Source: an optimization exercise on an open RTL-to-GDS flow (aim: small area, a short achievable clock period and few clock cycles per item). Production flows keep margins and buffers that such runs may drop.
No functional check of the RTL was part of any run shown here.

--- flow/run.sh ---
#!/bin/bash
# synth_recipe.tcl (not shown) runs the flow's synth.tcl, then flattens the netlist and writes it again
# the make line also repeats each setting of config.mk as NAME=value (left out here)
make -C /OpenROAD-flow-scripts/flow DESIGN_CONFIG=/design/flow/config.mk WORK_HOME=/design/flow/orfs CLKGATE_MAP_FILE= SYNTH_SCRIPT=/design/flow/synth_recipe.tcl finish
--- flow/config.mk ---
export PLATFORM = sky130hd
export DESIGN_NAME = geofence
export DESIGN_NICKNAME = geofence
export VERILOG_FILES = /design/flow/design.v
export SDC_FILE = /design/flow/constraint.sdc
export NUM_CORES = 4
export LEC_CHECK = 0
export ABC_CLOCK_PERIOD_IN_PS = 4000
export CAP_MARGIN = 20
export CORE_MARGIN = 2
export CORE_UTILIZATION = 40
export SETUP_SLACK_MARGIN = 3.0
export SLEW_MARGIN = 20
export SYNTH_HIERARCHICAL = 1
export SYNTH_MINIMUM_KEEP_SIZE = 0
--- flow/constraint.sdc ---
create_clock -name core_clock -period 7.5 [get_ports {clk}]
set_input_delay 1.5000 -clock core_clock [delete_from_list [all_inputs] [get_ports {clk}]]
set_output_delay 1.5000 -clock core_clock [all_outputs]
set_load 0.01 [all_outputs]
--- flow/design.v ---
module BoothEnc (input [9:0] m,
                 output [5:0] one,
                 output [5:0] two,
                 output [5:0] neg);
    wire [12:0] b = {2'b00, m, 1'b0};    
    genvar i;
    generate
        for (i = 0; i < 6; i = i + 1) begin : dig
            assign one[i] = b[2*i+1] ^ b[2*i];
            assign two[i] = (b[2*i+2] & ~b[2*i+1] & ~b[2*i]) | (~b[2*i+2] & b[2*i+1] & b[2*i]);
            assign neg[i] = b[2*i+2];
        end
    endgenerate
endmodule
module FA (input a, input b, input c, output s, output co);
    assign s = a ^ b ^ c;
    assign co = (a & b) | (c & (a ^ b));
endmodule
module HA (input a, input b, output s, output co);
    assign s = a ^ b;
    assign co = a & b;
endmodule
module CrossProduct (input [10:0] ax,
                     input [10:0] ay,
                     input bx_sign,
                     input [5:0] bx_one,
                     input [5:0] bx_two,
                     input [5:0] bx_neg,
                     input by_sign,
                     input [5:0] by_one,
                     input [5:0] by_two,
                     input [5:0] by_neg,
                     output pos);
    wire [9:0] ma = ax[9:0], mc = ay[9:0];
    wire n1 = ax[10] ^ by_sign;    
    wire n2 = ay[10] ^ bx_sign;    
    wire gt;
    assign pos = n1 ? (n2 & ~gt) : (n2 | gt);
    wire pp1, pp2, pp3, pp4, pp5, pp6, pp7, pp8, pp9, pp10, pp11, ns12, nc13, pp14, pp15, pp16;
    wire pp17, pp18, pp19, pp20, pp21, pp22, pp23, pp24, ns25, nc26, pp27, pp28, pp29, pp30, pp31, pp32;
    wire pp33, pp34, pp35, pp36, pp37, ns38, nc39, pp40, pp41, pp42, pp43, pp44, pp45, pp46, pp47, pp48;
    wire pp49, pp50, ns51, nc52, pp53, pp54, pp55, pp56, pp57, pp58, pp59, pp60, pp61, pp62, pp63, ns64;
    wire nc65, pp66, pp67, pp68, pp69, pp70, pp71, pp72, pp73, pp74, pp75, pp76, pp77, pp78, pp79, pp80;
    wire pp81, pp82, pp83, pp84, pp85, pp86, ns87, nc88, pp89, pp90, pp91, pp92, pp93, pp94, pp95, pp96;
    wire pp97, pp98, pp99, ns100, nc101, pp102, pp103, pp104, pp105, pp106, pp107, pp108, pp109, pp110, pp111, pp112;
    wire ns113, nc114, pp115, pp116, pp117, pp118, pp119, pp120, pp121, pp122, pp123, pp124, pp125, ns126, nc127, pp128;
    wire pp129, pp130, pp131, pp132, pp133, pp134, pp135, pp136, pp137, pp138, ns139, nc140, pp141, pp142, pp143, pp144;
    wire pp145, pp146, pp147, pp148, pp149, pp150, s151, c152, s153, c154, s155, c156, s157, c158, s159, c160;
    wire s161, c162, s163, c164, s165, c166, s167, c168, s169, c170, s171, c172, s173, c174, s175, c176;
    wire s177, c178, s179, c180, s181, c182, s183, c184, s185, c186, s187, c188, s189, c190, s191, c192;
    wire s193, c194, s195, c196, s197, c198, s199, c200, s201, c202, s203, c204, s205, c206, s207, c208;
    wire s209, c210, s211, c212, s213, c214, s215, c216, s217, c218, s219, c220, s221, c222, s223, c224;
    wire s225, c226, s227, c228, s229, c230, s231, c232, s233, c234, s235, c236, s237, c238, s239, c240;
    wire s241, c242, s243, c244, s245, c246, s247, c248, s249, c250, s251, c252, s253, c254, s255, c256;
    wire s257, c258, s259, c260, s261, c262, s263, c264, s265, c266, s267, c268, s269, c270, s271, c272;
    wire s273, c274, s275, c276, s277, c278, s279, c280, s281, c282, s283, c284, s285, c286, s287, c288;
    wire s289, c290, s291, c292, s293, c294, s295, c296, s297, c298, s299, c300, s301, c302, s303, c304;
    wire s305, c306, s307, c308, s309, c310, s311, c312, s313, c314, s315, c316, s317, c318, s319, c320;
    wire s321, c322, s323, c324, s325, c326, s327, c328, s329, c330, s331, c332, s333, c334, s335, c336;
    wire s337, c338, s339, c340, s341, c342, s343, c344, s345, c346, s347, c348, s349, c350, s351, c352;
    wire s353, c354, s355, c356, s357, c358, s359, c360, s361, c362, s363, c364, s365, c366, s367, c368;
    wire s369, c370, s371, c372, s373, c374, s375, c376, s377, c378, s379, c380, s381, c382, s383, c384;
    wire s385, c386, s387, c388, s389, c390, s391, c392, s393, c394, s395, c396, s397, c398, s399, c400;
    wire s401, c402, s403, c404, s405, c406, s407, c408, s409, c410, s411, c412, s413, c414, s415, c416;
    wire s417, c418, s419, c420, s421, c422, s423, c424, s425, c426, s427, c428, g429, t430, g431, t432;
    wire g433, t434, g435, t436, g437, t438, g439, t440, g441, t442, g443, t444, g445, t446, g447, t448;
    wire g449, t450, g451, t452, g453, t454, g455, t456, g457, t458, g459, t460, g461, t462, g463, t464;
    wire g465, t466, g467, t468, G469, P470, G471, P472, G473, P474, G475, P476, G477, P478, G479, P480;
    wire G481, P482, G483, P484, G485, P486, G487, P488, G489, P490, G491, P492, G493, P494, G495, P496;
    wire G497, P498, G499, P500, G501, P502, G503, P504, G505, P506;
    assign pp1 = ((by_one[0] & ma[0])) ^ by_neg[0];
    assign pp2 = ((by_one[0] & ma[1]) | (by_two[0] & ma[0])) ^ by_neg[0];
    assign pp3 = ((by_one[0] & ma[2]) | (by_two[0] & ma[1])) ^ by_neg[0];
    assign pp4 = ((by_one[0] & ma[3]) | (by_two[0] & ma[2])) ^ by_neg[0];
    assign pp5 = ((by_one[0] & ma[4]) | (by_two[0] & ma[3])) ^ by_neg[0];
    assign pp6 = ((by_one[0] & ma[5]) | (by_two[0] & ma[4])) ^ by_neg[0];
    assign pp7 = ((by_one[0] & ma[6]) | (by_two[0] & ma[5])) ^ by_neg[0];
    assign pp8 = ((by_one[0] & ma[7]) | (by_two[0] & ma[6])) ^ by_neg[0];
    assign pp9 = ((by_one[0] & ma[8]) | (by_two[0] & ma[7])) ^ by_neg[0];
    assign pp10 = ((by_one[0] & ma[9]) | (by_two[0] & ma[8])) ^ by_neg[0];
    assign pp11 = ((by_two[0] & ma[9])) ^ by_neg[0];
    assign ns12 = ~(by_neg[0]);
    assign nc13 = by_neg[0];
    assign pp14 = ((by_one[1] & ma[0])) ^ by_neg[1];
    assign pp15 = ((by_one[1] & ma[1]) | (by_two[1] & ma[0])) ^ by_neg[1];
    assign pp16 = ((by_one[1] & ma[2]) | (by_two[1] & ma[1])) ^ by_neg[1];
    assign pp17 = ((by_one[1] & ma[3]) | (by_two[1] & ma[2])) ^ by_neg[1];
    assign pp18 = ((by_one[1] & ma[4]) | (by_two[1] & ma[3])) ^ by_neg[1];
    assign pp19 = ((by_one[1] & ma[5]) | (by_two[1] & ma[4])) ^ by_neg[1];
    assign pp20 = ((by_one[1] & ma[6]) | (by_two[1] & ma[5])) ^ by_neg[1];
    assign pp21 = ((by_one[1] & ma[7]) | (by_two[1] & ma[6])) ^ by_neg[1];
    assign pp22 = ((by_one[1] & ma[8]) | (by_two[1] & ma[7])) ^ by_neg[1];
    assign pp23 = ((by_one[1] & ma[9]) | (by_two[1] & ma[8])) ^ by_neg[1];
    assign pp24 = ((by_two[1] & ma[9])) ^ by_neg[1];
    assign ns25 = ~(by_neg[1]);
    assign nc26 = by_neg[1];
    assign pp27 = ((by_one[2] & ma[0])) ^ by_neg[2];
    assign pp28 = ((by_one[2] & ma[1]) | (by_two[2] & ma[0])) ^ by_neg[2];
    assign pp29 = ((by_one[2] & ma[2]) | (by_two[2] & ma[1])) ^ by_neg[2];
    assign pp30 = ((by_one[2] & ma[3]) | (by_two[2] & ma[2])) ^ by_neg[2];
    assign pp31 = ((by_one[2] & ma[4]) | (by_two[2] & ma[3])) ^ by_neg[2];
    assign pp32 = ((by_one[2] & ma[5]) | (by_two[2] & ma[4])) ^ by_neg[2];
    assign pp33 = ((by_one[2] & ma[6]) | (by_two[2] & ma[5])) ^ by_neg[2];
    assign pp34 = ((by_one[2] & ma[7]) | (by_two[2] & ma[6])) ^ by_neg[2];
    assign pp35 = ((by_one[2] & ma[8]) | (by_two[2] & ma[7])) ^ by_neg[2];
    assign pp36 = ((by_one[2] & ma[9]) | (by_two[2] & ma[8])) ^ by_neg[2];
    assign pp37 = ((by_two[2] & ma[9])) ^ by_neg[2];
    assign ns38 = ~(by_neg[2]);
    assign nc39 = by_neg[2];
    assign pp40 = ((by_one[3] & ma[0])) ^ by_neg[3];
    assign pp41 = ((by_one[3] & ma[1]) | (by_two[3] & ma[0])) ^ by_neg[3];
    assign pp42 = ((by_one[3] & ma[2]) | (by_two[3] & ma[1])) ^ by_neg[3];
    assign pp43 = ((by_one[3] & ma[3]) | (by_two[3] & ma[2])) ^ by_neg[3];
    assign pp44 = ((by_one[3] & ma[4]) | (by_two[3] & ma[3])) ^ by_neg[3];
    assign pp45 = ((by_one[3] & ma[5]) | (by_two[3] & ma[4])) ^ by_neg[3];
    assign pp46 = ((by_one[3] & ma[6]) | (by_two[3] & ma[5])) ^ by_neg[3];
    assign pp47 = ((by_one[3] & ma[7]) | (by_two[3] & ma[6])) ^ by_neg[3];
    assign pp48 = ((by_one[3] & ma[8]) | (by_two[3] & ma[7])) ^ by_neg[3];
    assign pp49 = ((by_one[3] & ma[9]) | (by_two[3] & ma[8])) ^ by_neg[3];
    assign pp50 = ((by_two[3] & ma[9])) ^ by_neg[3];
    assign ns51 = ~(by_neg[3]);
    assign nc52 = by_neg[3];
    assign pp53 = ((by_one[4] & ma[0])) ^ by_neg[4];
    assign pp54 = ((by_one[4] & ma[1]) | (by_two[4] & ma[0])) ^ by_neg[4];
    assign pp55 = ((by_one[4] & ma[2]) | (by_two[4] & ma[1])) ^ by_neg[4];
    assign pp56 = ((by_one[4] & ma[3]) | (by_two[4] & ma[2])) ^ by_neg[4];
    assign pp57 = ((by_one[4] & ma[4]) | (by_two[4] & ma[3])) ^ by_neg[4];
    assign pp58 = ((by_one[4] & ma[5]) | (by_two[4] & ma[4])) ^ by_neg[4];
    assign pp59 = ((by_one[4] & ma[6]) | (by_two[4] & ma[5])) ^ by_neg[4];
    assign pp60 = ((by_one[4] & ma[7]) | (by_two[4] & ma[6])) ^ by_neg[4];
    assign pp61 = ((by_one[4] & ma[8]) | (by_two[4] & ma[7])) ^ by_neg[4];
    assign pp62 = ((by_one[4] & ma[9]) | (by_two[4] & ma[8])) ^ by_neg[4];
    assign pp63 = ((by_two[4] & ma[9])) ^ by_neg[4];
    assign ns64 = ~(by_neg[4]);
    assign nc65 = by_neg[4];
    assign pp66 = (by_one[5] & ma[0]);
    assign pp67 = (by_one[5] & ma[1]);
    assign pp68 = (by_one[5] & ma[2]);
    assign pp69 = (by_one[5] & ma[3]);
    assign pp70 = (by_one[5] & ma[4]);
    assign pp71 = (by_one[5] & ma[5]);
    assign pp72 = (by_one[5] & ma[6]);
    assign pp73 = (by_one[5] & ma[7]);
    assign pp74 = (by_one[5] & ma[8]);
    assign pp75 = (by_one[5] & ma[9]);
    assign pp76 = ((bx_one[0] & mc[0])) ^ ~bx_neg[0];
    assign pp77 = ((bx_one[0] & mc[1]) | (bx_two[0] & mc[0])) ^ ~bx_neg[0];
    assign pp78 = ((bx_one[0] & mc[2]) | (bx_two[0] & mc[1])) ^ ~bx_neg[0];
    assign pp79 = ((bx_one[0] & mc[3]) | (bx_two[0] & mc[2])) ^ ~bx_neg[0];
    assign pp80 = ((bx_one[0] & mc[4]) | (bx_two[0] & mc[3])) ^ ~bx_neg[0];
    assign pp81 = ((bx_one[0] & mc[5]) | (bx_two[0] & mc[4])) ^ ~bx_neg[0];
    assign pp82 = ((bx_one[0] & mc[6]) | (bx_two[0] & mc[5])) ^ ~bx_neg[0];
    assign pp83 = ((bx_one[0] & mc[7]) | (bx_two[0] & mc[6])) ^ ~bx_neg[0];
    assign pp84 = ((bx_one[0] & mc[8]) | (bx_two[0] & mc[7])) ^ ~bx_neg[0];
    assign pp85 = ((bx_one[0] & mc[9]) | (bx_two[0] & mc[8])) ^ ~bx_neg[0];
    assign pp86 = ((bx_two[0] & mc[9])) ^ ~bx_neg[0];
    assign ns87 = ~(~bx_neg[0]);
    assign nc88 = ~bx_neg[0];
    assign pp89 = ((bx_one[1] & mc[0])) ^ ~bx_neg[1];
    assign pp90 = ((bx_one[1] & mc[1]) | (bx_two[1] & mc[0])) ^ ~bx_neg[1];
    assign pp91 = ((bx_one[1] & mc[2]) | (bx_two[1] & mc[1])) ^ ~bx_neg[1];
    assign pp92 = ((bx_one[1] & mc[3]) | (bx_two[1] & mc[2])) ^ ~bx_neg[1];
    assign pp93 = ((bx_one[1] & mc[4]) | (bx_two[1] & mc[3])) ^ ~bx_neg[1];
    assign pp94 = ((bx_one[1] & mc[5]) | (bx_two[1] & mc[4])) ^ ~bx_neg[1];
    assign pp95 = ((bx_one[1] & mc[6]) | (bx_two[1] & mc[5])) ^ ~bx_neg[1];
    assign pp96 = ((bx_one[1] & mc[7]) | (bx_two[1] & mc[6])) ^ ~bx_neg[1];
    assign pp97 = ((bx_one[1] & mc[8]) | (bx_two[1] & mc[7])) ^ ~bx_neg[1];
    assign pp98 = ((bx_one[1] & mc[9]) | (bx_two[1] & mc[8])) ^ ~bx_neg[1];
    assign pp99 = ((bx_two[1] & mc[9])) ^ ~bx_neg[1];
    assign ns100 = ~(~bx_neg[1]);
    assign nc101 = ~bx_neg[1];
    assign pp102 = ((bx_one[2] & mc[0])) ^ ~bx_neg[2];
    assign pp103 = ((bx_one[2] & mc[1]) | (bx_two[2] & mc[0])) ^ ~bx_neg[2];
    assign pp104 = ((bx_one[2] & mc[2]) | (bx_two[2] & mc[1])) ^ ~bx_neg[2];
    assign pp105 = ((bx_one[2] & mc[3]) | (bx_two[2] & mc[2])) ^ ~bx_neg[2];
    assign pp106 = ((bx_one[2] & mc[4]) | (bx_two[2] & mc[3])) ^ ~bx_neg[2];
    assign pp107 = ((bx_one[2] & mc[5]) | (bx_two[2] & mc[4])) ^ ~bx_neg[2];
    assign pp108 = ((bx_one[2] & mc[6]) | (bx_two[2] & mc[5])) ^ ~bx_neg[2];
    assign pp109 = ((bx_one[2] & mc[7]) | (bx_two[2] & mc[6])) ^ ~bx_neg[2];
    assign pp110 = ((bx_one[2] & mc[8]) | (bx_two[2] & mc[7])) ^ ~bx_neg[2];
    assign pp111 = ((bx_one[2] & mc[9]) | (bx_two[2] & mc[8])) ^ ~bx_neg[2];
    assign pp112 = ((bx_two[2] & mc[9])) ^ ~bx_neg[2];
    assign ns113 = ~(~bx_neg[2]);
    assign nc114 = ~bx_neg[2];
    assign pp115 = ((bx_one[3] & mc[0])) ^ ~bx_neg[3];
    assign pp116 = ((bx_one[3] & mc[1]) | (bx_two[3] & mc[0])) ^ ~bx_neg[3];
    assign pp117 = ((bx_one[3] & mc[2]) | (bx_two[3] & mc[1])) ^ ~bx_neg[3];
    assign pp118 = ((bx_one[3] & mc[3]) | (bx_two[3] & mc[2])) ^ ~bx_neg[3];
    assign pp119 = ((bx_one[3] & mc[4]) | (bx_two[3] & mc[3])) ^ ~bx_neg[3];
    assign pp120 = ((bx_one[3] & mc[5]) | (bx_two[3] & mc[4])) ^ ~bx_neg[3];
    assign pp121 = ((bx_one[3] & mc[6]) | (bx_two[3] & mc[5])) ^ ~bx_neg[3];
    assign pp122 = ((bx_one[3] & mc[7]) | (bx_two[3] & mc[6])) ^ ~bx_neg[3];
    assign pp123 = ((bx_one[3] & mc[8]) | (bx_two[3] & mc[7])) ^ ~bx_neg[3];
    assign pp124 = ((bx_one[3] & mc[9]) | (bx_two[3] & mc[8])) ^ ~bx_neg[3];
    assign pp125 = ((bx_two[3] & mc[9])) ^ ~bx_neg[3];
    assign ns126 = ~(~bx_neg[3]);
    assign nc127 = ~bx_neg[3];
    assign pp128 = ((bx_one[4] & mc[0])) ^ ~bx_neg[4];
    assign pp129 = ((bx_one[4] & mc[1]) | (bx_two[4] & mc[0])) ^ ~bx_neg[4];
    assign pp130 = ((bx_one[4] & mc[2]) | (bx_two[4] & mc[1])) ^ ~bx_neg[4];
    assign pp131 = ((bx_one[4] & mc[3]) | (bx_two[4] & mc[2])) ^ ~bx_neg[4];
    assign pp132 = ((bx_one[4] & mc[4]) | (bx_two[4] & mc[3])) ^ ~bx_neg[4];
    assign pp133 = ((bx_one[4] & mc[5]) | (bx_two[4] & mc[4])) ^ ~bx_neg[4];
    assign pp134 = ((bx_one[4] & mc[6]) | (bx_two[4] & mc[5])) ^ ~bx_neg[4];
    assign pp135 = ((bx_one[4] & mc[7]) | (bx_two[4] & mc[6])) ^ ~bx_neg[4];
    assign pp136 = ((bx_one[4] & mc[8]) | (bx_two[4] & mc[7])) ^ ~bx_neg[4];
    assign pp137 = ((bx_one[4] & mc[9]) | (bx_two[4] & mc[8])) ^ ~bx_neg[4];
    assign pp138 = ((bx_two[4] & mc[9])) ^ ~bx_neg[4];
    assign ns139 = ~(~bx_neg[4]);
    assign nc140 = ~bx_neg[4];
    assign pp141 = ~((bx_one[5] & mc[0]));
    assign pp142 = ~((bx_one[5] & mc[1]));
    assign pp143 = ~((bx_one[5] & mc[2]));
    assign pp144 = ~((bx_one[5] & mc[3]));
    assign pp145 = ~((bx_one[5] & mc[4]));
    assign pp146 = ~((bx_one[5] & mc[5]));
    assign pp147 = ~((bx_one[5] & mc[6]));
    assign pp148 = ~((bx_one[5] & mc[7]));
    assign pp149 = ~((bx_one[5] & mc[8]));
    assign pp150 = ~((bx_one[5] & mc[9]));
    FA fs151 (.a(pp7), .b(pp18), .c(pp29), .s(s151), .co(c152));
    HA hs153 (.a(pp8), .b(pp19), .s(s153), .co(c154));
    FA fs155 (.a(pp9), .b(pp20), .c(pp31), .s(s155), .co(c156));
    FA fs157 (.a(pp42), .b(pp53), .c(nc65), .s(s157), .co(c158));
    HA hs159 (.a(pp84), .b(pp95), .s(s159), .co(c160));
    FA fs161 (.a(pp10), .b(pp21), .c(pp32), .s(s161), .co(c162));
    FA fs163 (.a(pp43), .b(pp54), .c(pp85), .s(s163), .co(c164));
    HA hs165 (.a(pp96), .b(pp107), .s(s165), .co(c166));
    FA fs167 (.a(pp11), .b(pp22), .c(pp33), .s(s167), .co(c168));
    FA fs169 (.a(pp44), .b(pp55), .c(pp66), .s(s169), .co(c170));
    FA fs171 (.a(pp86), .b(pp97), .c(pp108), .s(s171), .co(c172));
    FA fs173 (.a(ns12), .b(pp23), .c(pp34), .s(s173), .co(c174));
    FA fs175 (.a(pp45), .b(pp56), .c(pp67), .s(s175), .co(c176));
    FA fs177 (.a(ns87), .b(pp98), .c(pp109), .s(s177), .co(c178));
    FA fs179 (.a(pp24), .b(pp35), .c(pp46), .s(s179), .co(c180));
    FA fs181 (.a(pp57), .b(pp68), .c(pp99), .s(s181), .co(c182));
    HA hs183 (.a(pp110), .b(pp121), .s(s183), .co(c184));
    FA fs185 (.a(ns25), .b(pp36), .c(pp47), .s(s185), .co(c186));
    FA fs187 (.a(pp58), .b(pp69), .c(ns100), .s(s187), .co(c188));
    HA hs189 (.a(pp111), .b(pp122), .s(s189), .co(c190));
    FA fs191 (.a(pp37), .b(pp48), .c(pp59), .s(s191), .co(c192));
    HA hs193 (.a(ns38), .b(pp49), .s(s193), .co(c194));
    HA hs195 (.a(pp3), .b(pp14), .s(s195), .co(c196));
    FA fs197 (.a(pp5), .b(pp16), .c(pp27), .s(s197), .co(c198));
    HA hs199 (.a(nc39), .b(pp80), .s(s199), .co(c200));
    FA fs201 (.a(pp6), .b(pp17), .c(pp28), .s(s201), .co(c202));
    HA hs203 (.a(pp81), .b(pp92), .s(s203), .co(c204));
    FA fs205 (.a(s151), .b(pp40), .c(nc52), .s(s205), .co(c206));
    FA fs207 (.a(pp82), .b(pp93), .c(pp104), .s(s207), .co(c208));
    HA hs209 (.a(pp115), .b(nc127), .s(s209), .co(c210));
    FA fs211 (.a(s153), .b(pp30), .c(pp41), .s(s211), .co(c212));
    FA fs213 (.a(pp83), .b(pp94), .c(pp105), .s(s213), .co(c214));
    assign s215 = ~(pp116 ^ c152);
    assign c216 = pp116 | c152;
    FA fs217 (.a(s155), .b(s157), .c(s159), .s(s217), .co(c218));
    FA fs219 (.a(pp106), .b(pp117), .c(pp128), .s(s219), .co(c220));
    assign s221 = ~(nc140 ^ c154);
    assign c222 = nc140 | c154;
    FA fs223 (.a(s161), .b(s163), .c(s165), .s(s223), .co(c224));
    FA fs225 (.a(pp118), .b(pp129), .c(c156), .s(s225), .co(c226));
    assign s227 = ~(c158 ^ c160);
    assign c228 = c158 | c160;
    FA fs229 (.a(s167), .b(s169), .c(s171), .s(s229), .co(c230));
    FA fs231 (.a(pp119), .b(pp130), .c(pp141), .s(s231), .co(c232));
    FA fs233 (.a(c162), .b(c164), .c(c166), .s(s233), .co(c234));
    FA fs235 (.a(s173), .b(s175), .c(s177), .s(s235), .co(c236));
    FA fs237 (.a(pp120), .b(pp131), .c(pp142), .s(s237), .co(c238));
    FA fs239 (.a(c168), .b(c170), .c(c172), .s(s239), .co(c240));
    FA fs241 (.a(s179), .b(s181), .c(s183), .s(s241), .co(c242));
    FA fs243 (.a(pp132), .b(pp143), .c(c174), .s(s243), .co(c244));
    assign s245 = ~(c176 ^ c178);
    assign c246 = c176 | c178;
    FA fs247 (.a(s185), .b(s187), .c(s189), .s(s247), .co(c248));
    FA fs249 (.a(pp133), .b(pp144), .c(c180), .s(s249), .co(c250));
    assign s251 = ~(c182 ^ c184);
    assign c252 = c182 | c184;
    FA fs253 (.a(s191), .b(pp70), .c(pp112), .s(s253), .co(c254));
    FA fs255 (.a(pp123), .b(pp134), .c(pp145), .s(s255), .co(c256));
    FA fs257 (.a(c186), .b(c188), .c(c190), .s(s257), .co(c258));
    FA fs259 (.a(s193), .b(pp60), .c(pp71), .s(s259), .co(c260));
    FA fs261 (.a(ns113), .b(pp124), .c(pp135), .s(s261), .co(c262));
    assign s263 = ~(pp146 ^ c192);
    assign c264 = pp146 | c192;
    FA fs265 (.a(pp50), .b(pp61), .c(pp72), .s(s265), .co(c266));
    FA fs267 (.a(pp125), .b(pp136), .c(pp147), .s(s267), .co(c268));
    FA fs269 (.a(ns51), .b(pp62), .c(pp73), .s(s269), .co(c270));
    HA hs271 (.a(ns126), .b(pp137), .s(s271), .co(c272));
    HA hs273 (.a(pp1), .b(nc13), .s(s273), .co(c274));
    FA fs275 (.a(s195), .b(nc26), .c(pp78), .s(s275), .co(c276));
    FA fs277 (.a(pp4), .b(pp15), .c(pp79), .s(s277), .co(c278));
    HA hs279 (.a(pp90), .b(c196), .s(s279), .co(c280));
    FA fs281 (.a(s197), .b(s199), .c(pp91), .s(s281), .co(c282));
    assign s283 = ~(pp102 ^ nc114);
    assign c284 = pp102 | nc114;
    FA fs285 (.a(s201), .b(s203), .c(pp103), .s(s285), .co(c286));
    assign s287 = ~(c198 ^ c200);
    assign c288 = c198 | c200;
    FA fs289 (.a(s205), .b(s207), .c(s209), .s(s289), .co(c290));
    assign s291 = ~(c202 ^ c204);
    assign c292 = c202 | c204;
    FA fs293 (.a(s211), .b(s213), .c(s215), .s(s293), .co(c294));
    FA fs295 (.a(c206), .b(c208), .c(c210), .s(s295), .co(c296));
    FA fs297 (.a(s217), .b(s219), .c(s221), .s(s297), .co(c298));
    FA fs299 (.a(c212), .b(c214), .c(c216), .s(s299), .co(c300));
    FA fs301 (.a(s223), .b(s225), .c(s227), .s(s301), .co(c302));
    FA fs303 (.a(c218), .b(c220), .c(c222), .s(s303), .co(c304));
    FA fs305 (.a(s229), .b(s231), .c(s233), .s(s305), .co(c306));
    FA fs307 (.a(c224), .b(c226), .c(c228), .s(s307), .co(c308));
    FA fs309 (.a(s235), .b(s237), .c(s239), .s(s309), .co(c310));
    FA fs311 (.a(c230), .b(c232), .c(c234), .s(s311), .co(c312));
    FA fs313 (.a(s241), .b(s243), .c(s245), .s(s313), .co(c314));
    FA fs315 (.a(c236), .b(c238), .c(c240), .s(s315), .co(c316));
    FA fs317 (.a(s247), .b(s249), .c(s251), .s(s317), .co(c318));
    FA fs319 (.a(c242), .b(c244), .c(c246), .s(s319), .co(c320));
    FA fs321 (.a(s253), .b(s255), .c(s257), .s(s321), .co(c322));
    FA fs323 (.a(c248), .b(c250), .c(c252), .s(s323), .co(c324));
    FA fs325 (.a(s259), .b(s261), .c(s263), .s(s325), .co(c326));
    FA fs327 (.a(c254), .b(c256), .c(c258), .s(s327), .co(c328));
    FA fs329 (.a(s265), .b(s267), .c(c194), .s(s329), .co(c330));
    FA fs331 (.a(c260), .b(c262), .c(c264), .s(s331), .co(c332));
    FA fs333 (.a(s269), .b(s271), .c(pp148), .s(s333), .co(c334));
    assign s335 = ~(c266 ^ c268);
    assign c336 = c266 | c268;
    FA fs337 (.a(pp63), .b(pp74), .c(pp138), .s(s337), .co(c338));
    FA fs339 (.a(pp149), .b(c270), .c(c272), .s(s339), .co(c340));
    FA fs341 (.a(ns64), .b(pp75), .c(ns139), .s(s341), .co(c342));
    assign s343 = ~pp150;
    assign c344 = pp150;
    HA hs345 (.a(s273), .b(pp76), .s(s345), .co(c346));
    FA fs347 (.a(pp2), .b(pp77), .c(c274), .s(s347), .co(c348));
    FA fs349 (.a(s275), .b(pp89), .c(nc101), .s(s349), .co(c350));
    FA fs351 (.a(s277), .b(s279), .c(c276), .s(s351), .co(c352));
    FA fs353 (.a(s281), .b(s283), .c(c278), .s(s353), .co(c354));
    FA fs355 (.a(s285), .b(s287), .c(c282), .s(s355), .co(c356));
    FA fs357 (.a(s289), .b(s291), .c(c286), .s(s357), .co(c358));
    FA fs359 (.a(s293), .b(s295), .c(c290), .s(s359), .co(c360));
    FA fs361 (.a(s297), .b(s299), .c(c294), .s(s361), .co(c362));
    FA fs363 (.a(s301), .b(s303), .c(c298), .s(s363), .co(c364));
    FA fs365 (.a(s305), .b(s307), .c(c302), .s(s365), .co(c366));
    FA fs367 (.a(s309), .b(s311), .c(c306), .s(s367), .co(c368));
    FA fs369 (.a(s313), .b(s315), .c(c310), .s(s369), .co(c370));
    FA fs371 (.a(s317), .b(s319), .c(c314), .s(s371), .co(c372));
    FA fs373 (.a(s321), .b(s323), .c(c318), .s(s373), .co(c374));
    FA fs375 (.a(s325), .b(s327), .c(c322), .s(s375), .co(c376));
    FA fs377 (.a(s329), .b(s331), .c(c326), .s(s377), .co(c378));
    FA fs379 (.a(s333), .b(s335), .c(c330), .s(s379), .co(c380));
    FA fs381 (.a(s337), .b(s339), .c(c334), .s(s381), .co(c382));
    FA fs383 (.a(s341), .b(s343), .c(c338), .s(s383), .co(c384));
    HA hs385 (.a(c342), .b(c344), .s(s385), .co(c386));
    HA hs387 (.a(s345), .b(nc88), .s(s387), .co(c388));
    assign s389 = ~(s347 ^ c346);
    assign c390 = s347 | c346;
    assign s391 = ~(s349 ^ c348);
    assign c392 = s349 | c348;
    assign s393 = ~(s351 ^ c350);
    assign c394 = s351 | c350;
    FA fs395 (.a(s353), .b(c280), .c(c352), .s(s395), .co(c396));
    FA fs397 (.a(s355), .b(c284), .c(c354), .s(s397), .co(c398));
    FA fs399 (.a(s357), .b(c288), .c(c356), .s(s399), .co(c400));
    FA fs401 (.a(s359), .b(c292), .c(c358), .s(s401), .co(c402));
    FA fs403 (.a(s361), .b(c296), .c(c360), .s(s403), .co(c404));
    FA fs405 (.a(s363), .b(c300), .c(c362), .s(s405), .co(c406));
    FA fs407 (.a(s365), .b(c304), .c(c364), .s(s407), .co(c408));
    FA fs409 (.a(s367), .b(c308), .c(c366), .s(s409), .co(c410));
    FA fs411 (.a(s369), .b(c312), .c(c368), .s(s411), .co(c412));
    FA fs413 (.a(s371), .b(c316), .c(c370), .s(s413), .co(c414));
    FA fs415 (.a(s373), .b(c320), .c(c372), .s(s415), .co(c416));
    FA fs417 (.a(s375), .b(c324), .c(c374), .s(s417), .co(c418));
    FA fs419 (.a(s377), .b(c328), .c(c376), .s(s419), .co(c420));
    FA fs421 (.a(s379), .b(c332), .c(c378), .s(s421), .co(c422));
    FA fs423 (.a(s381), .b(c336), .c(c380), .s(s423), .co(c424));
    FA fs425 (.a(s383), .b(c340), .c(c382), .s(s425), .co(c426));
    assign s427 = ~(s385 ^ c384);
    assign c428 = s385 | c384;
    assign g429 = s387 & 1'b1;
    assign t430 = s387 | 1'b1;
    assign g431 = s389 & c388;
    assign t432 = s389 | c388;
    assign g433 = s391 & c390;
    assign t434 = s391 | c390;
    assign g435 = s393 & c392;
    assign t436 = s393 | c392;
    assign g437 = s395 & c394;
    assign t438 = s395 | c394;
    assign g439 = s397 & c396;
    assign t440 = s397 | c396;
    assign g441 = s399 & c398;
    assign t442 = s399 | c398;
    assign g443 = s401 & c400;
    assign t444 = s401 | c400;
    assign g445 = s403 & c402;
    assign t446 = s403 | c402;
    assign g447 = s405 & c404;
    assign t448 = s405 | c404;
    assign g449 = s407 & c406;
    assign t450 = s407 | c406;
    assign g451 = s409 & c408;
    assign t452 = s409 | c408;
    assign g453 = s411 & c410;
    assign t454 = s411 | c410;
    assign g455 = s413 & c412;
    assign t456 = s413 | c412;
    assign g457 = s415 & c414;
    assign t458 = s415 | c414;
    assign g459 = s417 & c416;
    assign t460 = s417 | c416;
    assign g461 = s419 & c418;
    assign t462 = s419 | c418;
    assign g463 = s421 & c420;
    assign t464 = s421 | c420;
    assign g465 = s423 & c422;
    assign t466 = s423 | c422;
    assign g467 = s425 & c424;
    assign t468 = s425 | c424;
    assign G469 = g431 | (t432 & g429);
    assign P470 = t432 & t430;
    assign G471 = g433 | (t434 & G469);
    assign P472 = t434 & P470;
    assign G473 = g437 | (t438 & g435);
    assign P474 = t438 & t436;
    assign G475 = G473 | (P474 & G471);
    assign P476 = P474 & P472;
    assign G477 = g441 | (t442 & g439);
    assign P478 = t442 & t440;
    assign G479 = g443 | (t444 & G477);
    assign P480 = t444 & P478;
    assign G481 = g447 | (t448 & g445);
    assign P482 = t448 & t446;
    assign G483 = G481 | (P482 & G479);
    assign P484 = P482 & P480;
    assign G485 = G483 | (P484 & G475);
    assign P486 = P484 & P476;
    assign G487 = g451 | (t452 & g449);
    assign P488 = t452 & t450;
    assign G489 = g453 | (t454 & G487);
    assign P490 = t454 & P488;
    assign G491 = g457 | (t458 & g455);
    assign P492 = t458 & t456;
    assign G493 = G491 | (P492 & G489);
    assign P494 = P492 & P490;
    assign G495 = g461 | (t462 & g459);
    assign P496 = t462 & t460;
    assign G497 = g463 | (t464 & G495);
    assign P498 = t464 & P496;
    assign G499 = g467 | (t468 & g465);
    assign P500 = t468 & t466;
    assign G501 = G499 | (P500 & G497);
    assign P502 = P500 & P498;
    assign G503 = G501 | (P502 & G493);
    assign P504 = P502 & P494;
    assign G505 = G503 | (P504 & G485);
    assign P506 = P504 & P486;
    assign gt = ~(s427 ^ c426 ^ G505);
endmodule
module geofence (clk,
                 reset,
                 X,
                 Y,
                 valid,
                 is_inside);
    input clk;
    input reset;
    input [9:0] X;
    input [9:0] Y;
    output valid;
    output is_inside;
    reg [3:0] cnt;
    reg [9:0] px, py;
    reg [10:0] ux, uy, sx, sy, ex, ey;    
    reg ins, vld;
    wire cs, ce;
    reg [5:0] ux_one, ux_two, ux_neg, uy_one, uy_two, uy_neg;
    wire [5:0] dx_one, dx_two, dx_neg, dy_one, dy_two, dy_neg;
    CrossProduct C0 (.ax(sx), .ay(sy),
                     .bx_sign(ux[10]), .bx_one(ux_one), .bx_two(ux_two), .bx_neg(ux_neg),
                     .by_sign(uy[10]), .by_one(uy_one), .by_two(uy_two), .by_neg(uy_neg),
                     .pos(cs));
    CrossProduct C1 (.ax(ex), .ay(ey),
                     .bx_sign(ux[10]), .bx_one(ux_one), .bx_two(ux_two), .bx_neg(ux_neg),
                     .by_sign(uy[10]), .by_one(uy_one), .by_two(uy_two), .by_neg(uy_neg),
                     .pos(ce));
    assign valid = vld;
    assign is_inside = ins;
    always @(posedge clk or posedge reset) begin
        if (reset) begin
            cnt <= 4'd0;
            vld <= 1'b0;
        end else begin
            cnt <= (cnt == 4'd8) ? 4'd0 : cnt + 4'd1;
            vld <= (cnt == 4'd7);
        end
    end
    wire [10:0] dx = {1'b0, X} - {1'b0, px};
    wire [10:0] dy = {1'b0, Y} - {1'b0, py};
    wire [9:0] nx = px - X;
    wire [9:0] ny = py - Y;
    wire [9:0] mx = dx[10] ? nx : dx[9:0];
    wire [9:0] my = dy[10] ? ny : dy[9:0];
    wire place = cnt >= 4'd3 && cnt <= 4'd7;
    BoothEnc BX (.m(mx), .one(dx_one), .two(dx_two), .neg(dx_neg));
    BoothEnc BY (.m(my), .one(dy_one), .two(dy_two), .neg(dy_neg));
    always @(posedge clk) begin
        if (cnt == 4'd0) begin
            px <= X;
            py <= Y;
        end
        ux <= {dx[10], mx};
        uy <= {dy[10], my};
        ux_one <= dx_one;
        ux_two <= dx_two;
        ux_neg <= dx_neg;
        uy_one <= dy_one;
        uy_two <= dy_two;
        uy_neg <= dy_neg;
        if (cnt == 4'd2 || (place && !cs && !ce)) begin
            sx <= ux;
            sy <= uy;
        end
        if (cnt == 4'd2 || (place && cs && ce)) begin
            ex <= ux;
            ey <= uy;
        end
        if (cnt == 4'd2)
            ins <= 1'b0;
        else if (place && !cs && ce)
            ins <= 1'b1;
    end
endmodule
==> results of run 1 <==
-- worst paths after layout --
kind                       slack (ns)  start      to
max                              1.60  ex[7]   ey[5]
min                              0.43  ux[1]   ex[1]
max reg2reg                      1.60  ex[7]   ey[5]
min reg2reg                      0.43  ux[1]   ex[1]
max in group asynchronous        6.05  reset  cnt[2]
min in group asynchronous        1.27  reset     vld
-- final cells by class --
type                       instances  area, µm²  area share
tap                              518      648.1     0.03508
clock inverter                    15      162.7    0.008803
multi-input combinational       1110      11810      0.6391
sequential                       124       3223      0.1744
inverter                         151      585.6     0.03169
timing repair buffer             173       1624     0.08789
clock buffer                      17      425.4     0.02302
-- metrics by stage --
step / instances / hold WS (ns) / instance area [µm²]
finish: 2108 / 0.4277 / 18480
global route: 2108 / 0.4389 / 18480
CTS: 2089 / 0.4246 / 17940
detailed placement: 1952 / 0.4117 / 16200
global placement: 1952 / 0.4157 / 16190
floorplan: 1513 / 0.4037 / 15800
-- cell usage in the layout, fill, tap and decap left out, types with 8 or more instances in the layout --
master,n
dfxtp_1,29
and2_1,23
buf_4,113
xor2_1,66
buf_6,24
o22ai_1,13
fa_2,22
fa_1,198
dfxtp_4,17
a21o_1,16
a22oi_2,36
o21ai_0,22
a22oi_1,152
nor2_1,24
a31oi_1,11
dfxtp_2,9
nand3_1,8
edfxtp_1,64
a21oi_1,41
nand2b_1,10
buf_12,9
clkdlybuf4s50_1,23
clkbuf_16,18
xnor2_1,177
ha_1,97
inv_1,146
nand2_1,77
mux2i_1,19
-- sequential cells by signal (all words and copies together) (netlist names) --
| name | count |
|---|---|
| sy | 11 |
| ux_two | 5 |
| ux_one | 6 |
| py | 10 |
| ins | 1 |
| ux_neg | 5 |
| uy | 11 |
| ex | 11 |
| px | 10 |
| ux | 11 |
| uy_one | 6 |
| ey | 11 |
| uy_two | 5 |
| uy_neg | 5 |
| sx | 11 |
| vld | 1 |
| cnt | 4 |
-- layer usage --
metal	part of all wire	GRT usage
met1	0.42	0.2881
met5	0	0
met4	0.030	0.06224
met2	0.48	0.3554
met3	0.070	0.04308
-- repair_timing --
item | in CTS | in global routing
setup endpoints to repair | 45 | 51
buffers inserted | 101 | 18
gates resized for setup | 78 | 74
cloned | 4 | 1
pin swaps | 25 | 73
hold endpoints to repair | 0 | 0
==> impl_metrics.py, run 1 <==
metrics = {
    "clock_network": {
        "clk_latency_ns": 0.42,
        "cts_hold_buf": 0,
        "cts_tree": "done",
        "cts_buffers": 17,
        "clock_sinks": 124,
        "htree_levels": 4,
        "root_buffer": "clkbuf_16",
        "clock_path_buffers": 2,
        "clk_pin_slew_worst_paths_ns": 0.06,
    },
    "setup_path": {
        "slowest_delay_ns": 0.58,
        "worstSetupPathType": "reg -> reg",
        "cp-end-kind": "register",
        "ff2ff_path_depth": 18,
        "crit_required_ns": 7.64,
        "startpoint_type": "register",
        "crit_buf_inv": 3,
        "cp_data_arrival_time_ns": 6.04,
        "critPathSlowestCell": "fa_1",
        "critical_path.max_fanout": 4,
        "worstSetupPathDepth": 18,
        "cp_common_cell": "fa_1",
        "crit_chain": "buf_6 > a22oi_2 > xnor2_1 > fa_1 > fa_2 > fa_1 > fa_1 > fa_1 > nor2_1 > or3_4 > or4_4 > o2111ai_1 > o211ai_1 > nor2_2 > o211ai_1 > buf_4 > a21oi_4 > buf_6",
        "cpLargestDelayFamily": "adder cells",
    },
    "floorplan": {
        "die_area_um2": 40500,
        "start_util": 0.4036,
        "die_w_um": 201.2,
        "boundaryPins": 24,
        "dieHeight_um": 201.2,
        "fp-row-count": 72,
        "core_um2": 38560,
    },
    "routing": {
        "first_pass_iters": 5,
        "wire_per_inst_um": 20.45,
        "drtIter0Drc": 933,
        "vias": 11790,
        "drc": 0,
        "drt_wl_total_mm": 43.11,
        "via_per_inst": 5.593,
        "ant_nets": 0,
    },
    "flow_run": {
        "maxCapViolCount": 0,
    },
    "logic_synthesis": {
        "ys_warn_count": 7,
        "syn_inst": 1513,
        "synth_fp_nets": 1852,
        "avgSynthCellArea_um2": 10.29,
        "synth_area_um2": 15560,
    },
    "timing": {
        "finalHoldViolCount": 0,
        "finalSetupViolCount": 0,
        "maxSlewViolCount": 0,
        "fin_ws_ns": 1.603,
        "tightest_slew_ns": 0.8020,
        "relSlewSlack": 0.4501,
        "finalSetupTns_ns": 0,
        "fmax_mhz": 169.6,
        "grt_setup_unrepaired": "yes",
        "period_minus_slack_ns": 5.897,
        "fin_crit_sh": 0.7863,
        "finClkSkew_ns": 0.01456,
    },
    "layout": {
        "post-route-util": 0.4792,
        "drive_above_1_share": 0.1987,
        "fill_cells": 3535,
        "syn2layout_area_growth_pct": 18.73,
        "nets": 1916,
        "diodes": 0,
    },
    "min_path": {
        "hold_class": "reg -> reg",
        "min_path_cells": 0,
    },
    "grt": {
        "grt_overflow": 0,
        "grt_pass1_wl_mm": 68.30,
        "grt_pass1_vias": 12514,
        "grt_max_degree": 27,
        "groute.usage.overall": 0.2155,
        "antenna_found_initial": 0,
    },
    "placement": {
        "gp_congestion": 0.8232,
        "post-place-ws_ns": 0.9055,
        "post-dp-hpwl_mm": 30.37,
        "io_buffers": 23,
    },
    "run_status": {
        "status": "finished clean",
    },
}
==> run 2, diff against run 1 <==
--- a/flow/design.v
+++ b/flow/design.v
@@ -466,16 +466,22 @@
     output is_inside;
     reg [3:0] cnt;
     reg [9:0] px, py;
-    reg [10:0] ux, uy, sx, sy, ex, ey;    
+    reg [10:0] ux, uy, upx, upy, sx, sy, ex, ey;    
+    reg sel_s, sel_e;
     reg ins, vld;
+    wire [10:0] scx = sel_s ? upx : sx;
+    wire [10:0] scy = sel_s ? upy : sy;
+    wire [10:0] ecx = sel_e ? upx : ex;
+    wire [10:0] ecy = sel_e ? upy : ey;
     wire cs, ce;
-    reg [5:0] ux_one, ux_two, ux_neg, uy_one, uy_two, uy_neg;
-    wire [5:0] dx_one, dx_two, dx_neg, dy_one, dy_two, dy_neg;
-    CrossProduct C0 (.ax(sx), .ay(sy),
+    wire [5:0] ux_one, ux_two, ux_neg, uy_one, uy_two, uy_neg;
+    BoothEnc BX (.m(ux[9:0]), .one(ux_one), .two(ux_two), .neg(ux_neg));
+    BoothEnc BY (.m(uy[9:0]), .one(uy_one), .two(uy_two), .neg(uy_neg));
+    CrossProduct C0 (.ax(scx), .ay(scy),
                      .bx_sign(ux[10]), .bx_one(ux_one), .bx_two(ux_two), .bx_neg(ux_neg),
                      .by_sign(uy[10]), .by_one(uy_one), .by_two(uy_two), .by_neg(uy_neg),
                      .pos(cs));
-    CrossProduct C1 (.ax(ex), .ay(ey),
+    CrossProduct C1 (.ax(ecx), .ay(ecy),
                      .bx_sign(ux[10]), .bx_one(ux_one), .bx_two(ux_two), .bx_neg(ux_neg),
                      .by_sign(uy[10]), .by_one(uy_one), .by_two(uy_two), .by_neg(uy_neg),
                      .pos(ce));
@@ -494,32 +500,22 @@
     wire [10:0] dy = {1'b0, Y} - {1'b0, py};
     wire [9:0] nx = px - X;
     wire [9:0] ny = py - Y;
-    wire [9:0] mx = dx[10] ? nx : dx[9:0];
-    wire [9:0] my = dy[10] ? ny : dy[9:0];
     wire place = cnt >= 4'd3 && cnt <= 4'd7;
-    BoothEnc BX (.m(mx), .one(dx_one), .two(dx_two), .neg(dx_neg));
-    BoothEnc BY (.m(my), .one(dy_one), .two(dy_two), .neg(dy_neg));
     always @(posedge clk) begin
         if (cnt == 4'd0) begin
             px <= X;
             py <= Y;
         end
-        ux <= {dx[10], mx};
-        uy <= {dy[10], my};
-        ux_one <= dx_one;
-        ux_two <= dx_two;
-        ux_neg <= dx_neg;
-        uy_one <= dy_one;
-        uy_two <= dy_two;
-        uy_neg <= dy_neg;
-        if (cnt == 4'd2 || (place && !cs && !ce)) begin
-            sx <= ux;
-            sy <= uy;
-        end
-        if (cnt == 4'd2 || (place && cs && ce)) begin
-            ex <= ux;
-            ey <= uy;
-        end
+        ux <= {dx[10], dx[10] ? nx : dx[9:0]};
+        uy <= {dy[10], dy[10] ? ny : dy[9:0]};
+        upx <= ux;
+        upy <= uy;
+        sx <= scx;
+        sy <= scy;
+        ex <= ecx;
+        ey <= ecy;
+        sel_s <= cnt == 4'd2 || (place && !cs && !ce);
+        sel_e <= cnt == 4'd2 || (place && cs && ce);
         if (cnt == 4'd2)
             ins <= 1'b0;
         else if (place && !cs && ce)
==> flow/config.mk (replaced) <==
export PLATFORM = sky130hd
export DESIGN_NAME = geofence
export DESIGN_NICKNAME = geofence
export VERILOG_FILES = /design/flow/design.v
export SDC_FILE = /design/flow/constraint.sdc
export NUM_CORES = 4
export LEC_CHECK = 0
export CAP_MARGIN = 20
export CORE_MARGIN = 2
export CORE_UTILIZATION = 40
export SETUP_SLACK_MARGIN = 2.0
export SLEW_MARGIN = 20
export SYNTH_HIERARCHICAL = 1
export SYNTH_MINIMUM_KEEP_SIZE = 0
==> run 2 against run 1 <==
Effect of this change: clock skew down 0.0071 ns; via count down 1.1%; highest routed layer unchanged; sequential share of layout area down 3.3 points; final area down 1.3%; cell count up 0.19%; critical path depth unchanged; die area down 0.57%; critical path type unchanged.
==> impl_metrics.py, run 2 <==
metrics = {
    "setup_path": {
        "crit_required_ns": 7.83,
        "cp-end-kind": "register",
        "critical_path.max_fanout": 6,
        "r2r_setup_slack_ns": 1.93,
        "r2r_end": "sel_e",
        "startpoint_type": "register",
        "worstSetupPathType": "reg -> reg",
        "ff2ff_path_depth": 18,
        "regToRegStartpoint": "sel_e",
        "cp_data_arrival_time_ns": 5.90,
        "startpoint": "sel_e",
    },
    "placement": {
        "post-place-ws_ns": 1.221,
        "dp.cells": 1993,
        "post-dp-hpwl_mm": 29.65,
        "io_buffers": 23,
        "gp_congestion": 0.8535,
    },
    "layout": {
        "nets": 1920,
        "multi_input_area_um2": 12460,
        "syn2layout_area_growth_pct": 17.89,
        "final_cells": 2112,
        "drive_above_1_share": 0.2001,
        "layout.cells.most_common": "fa_1",
        "register_area_um2": 2587,
        "post-route-util": 0.4753,
        "final_cell_mix": "fa_1 (195), xnor2_1 (175), a22oi_1 (157), inv_1 (151), ha_1 (97)",
        "fill_cells": 3531,
        "diodes": 0,
    },
    "clock_network": {
        "cts_tree": "done",
        "clk_latency_ns": 0.41,
        "clock_path_buffers": 2,
        "htree_levels": 4,
        "clk_pin_slew_worst_paths_ns": 0.05,
        "cts_hold_buf": 0,
        "cts_buffers": 17,
        "root_buffer": "clkbuf_16",
        "clock_sinks": 116,
    },
    "routing": {
        "via_per_inst": 5.522,
        "drt_wl_total_mm": 42.93,
        "drtIter0Drc": 894,
        "vias": 11662,
        "ant_nets": 0,
        "wire_per_inst_um": 20.33,
        "drc": 0,
        "first_pass_iters": 8,
    },
    "logic_synthesis": {
        "ys_warn_count": 7,
        "syn_inst": 1553,
        "synth_area_um2": 15470,
        "avgSynthCellArea_um2": 9.963,
        "synth_fp_nets": 1892,
    },
    "timing": {
        "finalSetupViolCount": 0,
        "relSlewSlack": 0.4039,
        "fmax_mhz": 179.6,
        "finalHoldViolCount": 0,
        "finalSetupTns_ns": 0,
        "fin_ws_ns": 1.931,
        "fin_crit_sh": 0.7425,
        "grt_setup_unrepaired": "yes",
        "period_minus_slack_ns": 5.569,
        "tightest_slew_ns": 0.8802,
        "whs_ns": 0.4028,
        "finClkSkew_ns": 0.007446,
        "maxSlewViolCount": 0,
    },
    "floorplan": {
        "boundaryPins": 24,
        "die_w_um": 200.7,
        "dieHeight_um": 200.7,
        "core_um2": 38380,
        "fp-row-count": 72,
        "die_area_um2": 40270,
        "start_util": 0.4032,
    },
    "min_path": {
        "hold_class": "reg -> reg",
        "hold_end": "upy[10]",
        "hp-start": "uy[10]",
        "min_path_cells": 0,
    },
    "flow_run": {
        "maxCapViolCount": 0,
    },
    "grt": {
        "grt_max_degree": 48,
        "groute.usage.overall": 0.2130,
        "grt_overflow": 0,
        "antenna_found_initial": 0,
        "grt_pass1_vias": 12316,
        "grt_pass1_wl_mm": 67.71,
    },
    "run_status": {
        "status": "finished clean",
    },
}
run 2: cell count changes in the layout (fill, tap and decap cells not counted), sizes merged:
cell | previous run | this run
edfxtp | 64 | 20
bufinv | 2 | 5
clkinvlp | 6 | 0
clkinv | 7 | 6
buf | 149 | 118
a21oi | 50 | 49
inv | 151 | 152
dfxtp | 55 | 91
mux2 | 0 | 46
a21o | 20 | 18
clkbuf | 18 | 21
run 2: through the flow:
stage | area (µm²)
final | 18240
after global routing | 18240
after CTS | 17830
after detailed placement | 16070
after global placement | 16070
after floorplan | 15540
run 2: how the worst max path moves through the flow:
stage | slack [ns] | cells after the start | end
6_report | 1.93 | 18 | sel_e
2_1_floorplan | 2.00 | 19 | ins
5_1_grt | 1.74 | 18 | sel_e
3_5_place_dp | 1.22 | 18 | ins
3_3_place_gp | 1.23 | 18 | ins
4_1_cts | 1.99 | 18 | ins
run 2: area by class of cell:
| type | count | share of cell area |
|---|---|---|
| Multi-Input combinational cell | 1153 | 0.6829 |
| Sequential cell | 116 | 0.1419 |
| Timing Repair Buffer | 142 | 0.07161 |
| Tap cell | 518 | 0.03553 |
| Inverter | 151 | 0.03107 |
| Clock buffer | 20 | 0.02620 |
| Clock inverter | 12 | 0.01084 |
run 2: worst max-delay path, stage by stage, from the launching register on:
cell and delay, ns:
dfxtp_4 0.37, buf_12 0.13, buf_6 0.14, mux2_4 0.35
buf_4 0.16, a22oi_1 0.18, xnor2_1 0.18, fa_1 0.50
fa_1 0.52, fa_1 0.44, fa_1 0.52, fa_1 0.58
o22ai_1 0.09, or4_4 0.48, a21oi_2 0.13, o211ai_1 0.10
nor2_2 0.27, o211ai_1 0.15, a21oi_1 0.18
run 2: routing by layer:
| metal | part of all wire | wire length (µm) | GRT usage | up-vias |
|---|---|---|---|---|
| met5 | 0 | 0 | 0 | - |
| met4 | 0.019 | 833 | 0.05873 | 0 |
| met3 | 0.074 | 3164 | 0.03003 | 62 |
| met2 | 0.49 | 21070 | 0.3638 | 438 |
| met1 | 0.42 | 17860 | 0.2828 | 5879 |
| li1 | - | - | - | 5283 |
run 2: timing repair:
action	4_1_cts	5_1_grt
gates resized for setup	113	65
pin swaps	87	63
setup buffers	66	13
endpoints found under the setup margin	3	3
cloned	5	3
==> run 3, diff against run 2 <==
--- a/flow/config.mk
+++ b/flow/config.mk
@@ -8,7 +8,7 @@
 export CAP_MARGIN = 20
 export CORE_MARGIN = 2
 export CORE_UTILIZATION = 40
-export SETUP_SLACK_MARGIN = 2.0
+export SETUP_SLACK_MARGIN = 3.0
 export SLEW_MARGIN = 20
 export SYNTH_HIERARCHICAL = 1
 export SYNTH_MINIMUM_KEEP_SIZE = 0
==> run 3 against run 2 <==
Effect of this change: still clean; setup slack got worse by 0.018 ns; final area decreased by 1.0%; clock skew increased by 0.0075 ns; die area unchanged; core utilization decreased by 0.49 points; synthesized cell count unchanged; sequential share of layout area increased by 0.18 points; critical endpoint is now ins.
==> impl_metrics.py, run 3 <==
metrics = {
    "run_status": {
        "status": "finished clean",
    },
    "timing": {
        "finalSetupViolCount": 0,
        "fmax_mhz": 179.0,
        "fin_crit_sh": 0.7449,
        "grt_setup_unrepaired": "yes",
        "maxSlewViolCount": 0,
        "finClkSkew_ns": 0.01490,
        "finalHoldViolCount": 0,
        "tightest_slew_ns": 0.7209,
        "period_minus_slack_ns": 5.587,
        "relSlewSlack": 0.5172,
        "fin_ws_ns": 1.913,
        "finalSetupTns_ns": 0,
    },
    "logic_synthesis": {
        "synth_area_um2": 15470,
        "synth_fp_nets": 1892,
        "avgSynthCellArea_um2": 9.963,
        "syn_inst": 1553,
        "ys_warn_count": 7,
    },
    "grt": {
        "grt_overflow": 0,
        "grt_pass1_wl_mm": 68.28,
        "grt_max_degree": 48,
        "groute.usage.overall": 0.2152,
        "grt_pass1_vias": 12584,
        "antenna_found_initial": 0,
    },
    "layout": {
        "drive_above_1_share": 0.1908,
        "post-route-util": 0.4704,
        "final_cell_mix": "fa_1 (199), xnor2_1 (178), a22oi_1 (156), inv_1 (151), ha_1 (97)",
        "register_area_um2": 2592,
        "diodes": 0,
        "nets": 1919,
        "layout.cells.most_common": "fa_1",
        "fill_cells": 3592,
        "syn2layout_area_growth_pct": 16.67,
        "multi_input_area_um2": 12390,
    },
    "routing": {
        "drtIter0Drc": 1067,
        "via_per_inst": 5.616,
        "first_pass_iters": 6,
        "wire_per_inst_um": 20.28,
        "vias": 11856,
        "ant_nets": 0,
        "drc": 0,
        "drt_wl_total_mm": 42.81,
    },
    "setup_path": {
        "worstSetupPathType": "reg -> reg",
        "cp-end-kind": "register",
        "startpoint_type": "register",
        "cp_data_arrival_time_ns": 5.95,
        "critical_path.max_fanout": 12,
        "crit_required_ns": 7.86,
    },
    "floorplan": {
        "dieHeight_um": 200.7,
        "fp-row-count": 72,
        "core_um2": 38380,
        "die_w_um": 200.7,
        "boundaryPins": 24,
        "start_util": 0.4032,
        "die_area_um2": 40270,
    },
    "clock_network": {
        "clk_pin_slew_worst_paths_ns": 0.06,
        "htree_levels": 4,
        "cts_buffers": 17,
        "clk_latency_ns": 0.42,
        "clock_sinks": 116,
        "cts_hold_buf": 0,
        "clock_path_buffers": 2,
        "cts_tree": "done",
        "root_buffer": "clkbuf_16",
    },
    "min_path": {
        "hold_class": "reg -> reg",
    },
    "flow_run": {
        "maxCapViolCount": 0,
    },
    "placement": {
        "post-dp-hpwl_mm": 29.87,
        "io_buffers": 23,
        "gp_congestion": 0.8720,
        "post-place-ws_ns": 1.041,
    },
}
-- run 3: path summary, 6_finish.rpt --
path,from,to,slack (ns),cells past startpoint
max,sel_s,ins,1.91,18
min,uy[8],upy[8],0.38,0
max reg2reg,sel_s,ins,1.91,18
min reg2reg,uy[8],upy[8],0.38,0
max in group asynchronous,reset,cnt[1],6.05,2
min in group asynchronous,reset,vld,1.28,2
-- run 3: timing repair --
action	CTS	global route
setup buffers	58	16
pin swaps	41	21
cloned	7	3
setup endpoints to repair	3	3
endpoints found under the hold margin	0	0
gates resized for setup	87	35
-- run 3: layout make-up --
cell class | instances | area share
multi-input cells | 1158 | 0.6866
repair buffers | 136 | 0.06855
flip-flops and latches | 116 | 0.1436
clock inverters | 13 | 0.008179
well taps | 518 | 0.03590
inverters | 151 | 0.03140
clock buffers | 19 | 0.02572
-- run 3: layer usage --
metal | GRT usage | up-vias | wire [µm]
met5 | 0 | - | 0
met4 | 0.06772 | 0 | 1353
met3 | 0.04334 | 88 | 2975
met2 | 0.3569 | 469 | 20650
met1 | 0.2833 | 6001 | 17830
li1 | - | 5298 | -
-- run 3: metrics by stage --
stage          hold WS [ns]  std cells  instance area (µm²)
6_report             0.3846       2111                18050
3_5_place_dp         0.3847       1995                16190
2_1_floorplan        0.3517       1553                15750
4_1_cts              0.3906       2092                17740
5_1_grt              0.3951       2111                18050
3_3_place_gp         0.3821       1995                16190
-- run 3: worst max-delay path: stages (launching register included) --
cell and delay (ns):
dfxtp_4 0.41, buf_12 0.16, buf_12 0.11, mux2_4 0.38, a22oi_1 0.23, xor2_1 0.20
fa_1 0.46, fa_1 0.48, fa_1 0.57, fa_1 0.44, fa_1 0.58, o22ai_1 0.11
or4_4 0.57, a211o_1 0.25, o211ai_1 0.15, nor2_2 0.08, nor3_2 0.14, a21oi_1 0.09
nor2_1 0.08

afterwards: timing with drivers on the ports:
Ports are ideal in the flow. The routed layouts listed here were re-timed in OpenROAD. Step 1 sets driving cells, clkbuf_16 on the clock port and buf_2 on the other inputs (assumed; they add their load-dependent delay and slew). Step 2 adds t to the input delays and takes it off the output delays; t is the mean of the earliest and latest rising clock arrival at the registers after step 1. Input paths then give back, and output paths get back, about the clock's delay inside the block. Slacks: ideal / step 1 / step 2; pairs: ideal / step 1.
run | t (ns) | slack for setup (ns) | worst setup path at the end
run 1 | 0.458 | 1.603 / 1.603 / 1.603 | register to register
run 2 | 0.453 | 1.931 / 1.931 / 1.931 | register to register
run 3 | 0.459 | 1.913 / 1.913 / 1.913 | register to register
After both steps setup and hold are still met in every run listed.
